This design comes from an exercise in tuning for small area, a short achievable clock period and few clock cycles per item on the open sky130 flow, not from production work. At most, simulation tests tie the RTL to the original design; equivalence was not proved. Power figures rest on the tool's default switching activity, not on a simulated workload.

## green
==> flow/design.v <==
module dot4s(input [3:0] a0, input [3:0] b0, input [3:0] a1, input [3:0] b1, output [12:0] p);
    wire pp0_00 = a0[0] & b0[0];
    wire pp0_01 = a0[0] & b0[1];
    wire pp0_02 = a0[0] & b0[2];
    wire pp0_03 = ~a0[0] | ~b0[3];
    wire pp0_10 = a0[1] & b0[0];
    wire pp0_11 = a0[1] & b0[1];
    wire pp0_12 = a0[1] & b0[2];
    wire pp0_13 = ~a0[1] | ~b0[3];
    wire pp0_20 = a0[2] & b0[0];
    wire pp0_21 = a0[2] & b0[1];
    wire pp0_22 = a0[2] & b0[2];
    wire pp0_23 = a0[2] & b0[3];
    wire pp0_23n = ~a0[2] | ~b0[3];
    wire pp0_30 = ~a0[3] | ~b0[0];
    wire pp0_31 = ~a0[3] | ~b0[1];
    wire pp0_32 = ~a0[3] | ~b0[2];
    wire pp0_33 = a0[3] & b0[3];
    wire pp1_00 = a1[0] & b1[0];
    wire pp1_01 = a1[0] & b1[1];
    wire pp1_02 = a1[0] & b1[2];
    wire pp1_03 = ~a1[0] | ~b1[3];
    wire pp1_10 = a1[1] & b1[0];
    wire pp1_11 = a1[1] & b1[1];
    wire pp1_12 = a1[1] & b1[2];
    wire pp1_13 = ~a1[1] | ~b1[3];
    wire pp1_20 = a1[2] & b1[0];
    wire pp1_21 = a1[2] & b1[1];
    wire pp1_22 = a1[2] & b1[2];
    wire pp1_23 = ~a1[2] | ~b1[3];
    wire pp1_30 = ~a1[3] | ~b1[0];
    wire pp1_31 = ~a1[3] | ~b1[1];
    wire pp1_32 = ~a1[3] | ~b1[2];
    wire pp1_33 = a1[3] & b1[3];
    wire s1 = pp0_00 ^ pp1_00;
    wire c2 = pp0_00 & pp1_00;
    wire s3 = pp0_01 ^ pp0_10 ^ pp1_01;
    wire c4 = (pp0_01 & pp0_10) | (pp0_01 & pp1_01) | (pp0_10 & pp1_01);
    wire s5 = pp1_10 ^ c2 ^ s3;
    wire c6 = (pp1_10 & c2) | (pp1_10 & s3) | (c2 & s3);
    wire s7 = pp0_02 ^ pp0_11 ^ pp0_20;
    wire c8 = (pp0_02 & pp0_11) | (pp0_02 & pp0_20) | (pp0_11 & pp0_20);
    wire s9 = pp1_02 ^ pp1_11 ^ pp1_20;
    wire c10 = (pp1_02 & pp1_11) | (pp1_02 & pp1_20) | (pp1_11 & pp1_20);
    wire s11 = c4 ^ s7 ^ s9;
    wire c12 = (c4 & s7) | (c4 & s9) | (s7 & s9);
    wire s13 = c6 ^ s11;
    wire c14 = c6 & s11;
    wire s15 = pp0_03 ^ pp0_12 ^ pp0_21;
    wire c16 = (pp0_03 & pp0_12) | (pp0_03 & pp0_21) | (pp0_12 & pp0_21);
    wire s17 = pp0_30 ^ pp1_03 ^ pp1_12;
    wire c18 = (pp0_30 & pp1_03) | (pp0_30 & pp1_12) | (pp1_03 & pp1_12);
    wire s19 = pp1_21 ^ pp1_30 ^ c10;
    wire c20 = (pp1_21 & pp1_30) | (pp1_21 & c10) | (pp1_30 & c10);
    wire s21 = c8 ^ s15 ^ s17;
    wire c22 = (c8 & s15) | (c8 & s17) | (s15 & s17);
    wire s23 = c12 ^ s19 ^ s21;
    wire c24 = (c12 & s19) | (c12 & s21) | (s19 & s21);
    wire s25 = c14 ^ s23;
    wire c26 = c14 & s23;
    wire s27 = pp0_13 ^ pp0_22 ^ pp0_31;
    wire c28 = (pp0_13 & pp0_22) | (pp0_13 & pp0_31) | (pp0_22 & pp0_31);
    wire s29 = pp1_13 ^ pp1_22 ^ pp1_31;
    wire c30 = (pp1_13 & pp1_22) | (pp1_13 & pp1_31) | (pp1_22 & pp1_31);
    wire s31 = c16 ^ c18 ^ s27;
    wire c32 = (c16 & c18) | (c16 & s27) | (c18 & s27);
    wire s33 = s29 ^ c20 ^ c22;
    wire c34 = (s29 & c20) | (s29 & c22) | (c20 & c22);
    wire s35 = s31 ^ c24 ^ s33;
    wire c36 = (s31 & c24) | (s31 & s33) | (c24 & s33);
    wire s37 = c26 ^ s35;
    wire c38 = c26 & s35;
    wire s39 = pp0_23 ^ pp0_32 ^ pp1_23;
    wire c40 = (pp0_23 & pp0_32) | (pp0_23 & pp1_23) | (pp0_32 & pp1_23);
    wire s41 = pp1_32 ^ c28 ^ c30;
    wire c42 = (pp1_32 & c28) | (pp1_32 & c30) | (c28 & c30);
    wire s43 = s39 ^ c32 ^ s41;
    wire c44 = (s39 & c32) | (s39 & s41) | (c32 & s41);
    wire s45 = c34 ^ s43 ^ c36;
    wire c46 = (c34 & s43) | (c34 & c36) | (s43 & c36);
    wire s47 = c38 ^ s45;
    wire c48 = c38 & s45;
    wire s49 = pp0_23n ^ pp0_33 ^ pp1_33;
    wire c50 = (pp0_23n & pp0_33) | (pp0_23n & pp1_33) | (pp0_33 & pp1_33);
    wire s51 = c40 ^ s49 ^ c42;
    wire c52 = (c40 & s49) | (c40 & c42) | (s49 & c42);
    wire s53 = c44 ^ s51;
    wire c54 = c44 & s51;
    wire s55 = c50 ^ c52;
    wire c56 = c50 & c52;
    assign p = {s53, 1'b0, s55, c48, c56, c54, c46, s47, s37, s25, s13, s5, s1};
endmodule
module dotfin(input [12:0] p, output [8:0] y);
    wire [2:0] hi = p[8:6] + p[11:9] + p[12];
    assign y = {~hi[2], hi[1:0], p[5:0]};
endmodule
module axis_matmul2x2 #(parameter W = 13) (
    input                       clk             ,
    input                       rst             ,
    input                       s_axis_tvalid   ,
    input     [31 : 0]          s_axis_tdata    ,
    input                       s_axis_tlast    ,
    output                      s_axis_tready   ,
    output                      m_axis_tvalid   ,
    output    [31 : 0]          m_axis_tdata    ,
    output                      m_axis_tlast    ,
    input                       m_axis_tready
);
    wire [3:0] ia0 = s_axis_tdata[3:0];
    wire [3:0] ia1 = s_axis_tdata[11:8];
    wire [3:0] ib0 = s_axis_tdata[19:16];
    wire [3:0] ib1 = s_axis_tdata[27:24];
    reg       hv;
    reg [3:0] h_a0, h_a1, h_b00, h_b01;
    reg       mv, mrow;
    reg [3:0] ma0, ma1;
    reg [3:0] mb00, mb01, mb10, mb11;
    reg       ov;
    reg [W-1:0] oc0, oc1;    
    wire out_free  = !ov || m_axis_tready;
    wire do_comp   = mv && out_free;
    wire comp_last = do_comp && !mrow;
    reg rdy_x, rdy_y;
    assign s_axis_tready = rdy_x || (rdy_y && m_axis_tready);
    wire s_fire = s_axis_tvalid && s_axis_tready;
    wire [W-1:0] dot0, dot1;
    dot4s u_d0(.a0(ma0), .b0(mb00), .a1(ma1), .b1(mb10), .p(dot0));
    dot4s u_d1(.a0(ma0), .b0(mb01), .a1(ma1), .b1(mb11), .p(dot1));
    wire [8:0] c0, c1;
    dotfin u_f0(.p(oc0), .y(c0));
    dotfin u_f1(.p(oc1), .y(c1));
    wire hv_n   = s_fire ? !hv : hv;
    wire mv_n   = (s_fire && hv) ? 1'b1 : comp_last ? 1'b0 : mv;
    wire mrow_n = (s_fire && hv) ? 1'b1 : do_comp ? 1'b0 : mrow;
    wire ov_n   = do_comp ? 1'b1 : m_axis_tready ? 1'b0 : ov;
    always @(posedge clk) begin
        if (rst) begin
            hv <= 1'b0;
            mv <= 1'b0;
            mrow <= 1'b0;
            ov <= 1'b0;
            rdy_x <= 1'b1;
            rdy_y <= 1'b1;
        end else begin
            hv <= hv_n;
            mv <= mv_n;
            mrow <= mrow_n;
            ov <= ov_n;
            rdy_x <= hv_n ? (!mv_n || (!mrow_n && !ov_n)) : (!mv_n || !mrow_n || !ov_n);
            rdy_y <= !hv_n || !mrow_n;
        end
    end
    always @(posedge clk) begin
        if (s_fire)
            h_a0 <= ia0;
        if (s_fire && !hv) begin
            h_a1  <= ia1;
            h_b00 <= ib0;
            h_b01 <= ib1;
        end else if (s_fire && hv) begin
            h_a1  <= h_a0;
        end
        if (s_fire && hv) begin
            ma0  <= h_a1;
            ma1  <= ia1;
            mb00 <= h_b00;
            mb01 <= h_b01;
            mb10 <= ib0;
            mb11 <= ib1;
        end else if (do_comp && mrow) begin
            ma0 <= h_a1;
            ma1 <= h_a0;
        end
        if (do_comp) begin
            oc0 <= dot0;
            oc1 <= dot1;
        end
    end
    assign m_axis_tvalid = ov;
    assign m_axis_tlast  = ov;
    assign m_axis_tdata  = {{7{c1[8]}}, c1, {7{c0[8]}}, c0};
endmodule
clock: 7.5 ns
lec_check: 0
cap_margin: 20
core_margin: 2
core_utilization: 40
place_density: 0.6
setup_slack_margin: 4.1
slew_margin: 20
standard.sh (not shown) runs the stock make flow with config.mk's settings and CLKGATE_MAP_FILE= SYNTH_SCRIPT=/design/flow/synth_recipe.tcl, a recipe that flattens the netlist after the stock synthesis.
==> flow/flow/run.sh <==
#!/bin/bash
# Standard ORFS layout, with these changes:
#  - synthesis runs Yosys's synth without its internal ABC pass (SYNTH_ARGS=-noabc),
#    so the full-adder extraction sees the RTL's adder structure directly;
#    the final ABC mapping still runs as usual;
#  - every input and output port still gets its own buffer, but a buf_1
#    instead of the slow delay buffer buffer_ports picks by default;
#  - clock tree synthesis without dummy loads.
set -euo pipefail
bash standard.sh SYNTH_ARGS=-noabc \
  "BUFFER_PORTS_ARGS=-buffer_cell sky130_fd_sc_hd__buf_1" \
  "CTS_ARGS=-sink_clustering_enable -repair_clock_nets -dont_use_dummy_load" \
  finish > make_finish.log 2>&1
green: PASS, flow complete, no timing, DRC or antenna violations
Testbench counts of green, summed over its fixed seeds: cycles 792, items 384.
### green -> red
-- flow/design.v --
<<< green, line 92
endmodule
module dotfin(input [12:0] p, output [8:0] y);
    wire [2:0] hi = p[8:6] + p[11:9] + p[12];
    assign y = {~hi[2], hi[1:0], p[5:0]};
endmodule
>>> red, line 92
endmodule
module dotfin(input [12:0] p, output [8:0] y);
    wire [2:0] a = p[8:6];
    wire [2:0] b = p[11:9];
    wire [2:0] g = a & b;
    wire [2:0] t = a | b;
    wire [2:0] x = a ^ b;
    wire k0 = p[12];
    wire k1 = g[0] | (t[0] & p[12]);
    wire k2 = g[1] | (t[1] & g[0]) | (t[0] & t[1] & p[12]);
    wire [2:0] hi = x ^ {k2, k1, k0};
    assign y = {~hi[2], hi[1:0], p[5:0]};
endmodule
Findings:
- Between red and green, the switching fraction of total power does not differ in any meaningful way.
- Clock insertion delay at the later pin of the skew report: green vs red, no meaningful difference
- Changes observed in red relative to green: total length of routed wires picked up an extra 0.90%; area added between synthesis and finish shrank by 3.1 points; setup slack of the critical path after layout picked up an extra 14 ps.
The RTL of red was laid out without a check of its function.

what the ideal ports hide:
How much do the figures lean on ideal ports? The routed layouts below were timed once more, with nothing changed but the port constraints.
Step 1 (the two cells are an assumption about what drives the block):
set clk [get_ports {clk}]
set_driving_cell -lib_cell sky130_fd_sc_hd__clkbuf_16 $clk
set_driving_cell -lib_cell sky130_fd_sc_hd__buf_2 [delete_from_list [all_inputs] $clk]
Step 2 also shifts input and output timing later by t, the mid clock arrival at the registers, as if the neighbouring blocks saw the same clock.
Three values: ideal ports, drivers, drivers and shift; two values: the first two.
| run | shift t [ns] | slack for setup (ns) | worst hold slack (ns) | clock arrival spread, ns | slew at the worst register clock pin (ns) |
|---|---|---|---|---|---|
| green | 0.363 | 4.059 / 4.031 / 4.070 | 0.415 / 0.415 / 0.415 | 0.025 / 0.025 | 0.08 / 0.08 |
| red | 0.361 | 4.073 / 4.073 / 4.073 | 0.421 / 0.421 / 0.421 | 0.016 / 0.015 | 0.07 / 0.07 |
After both steps setup and hold are still met in every run listed.
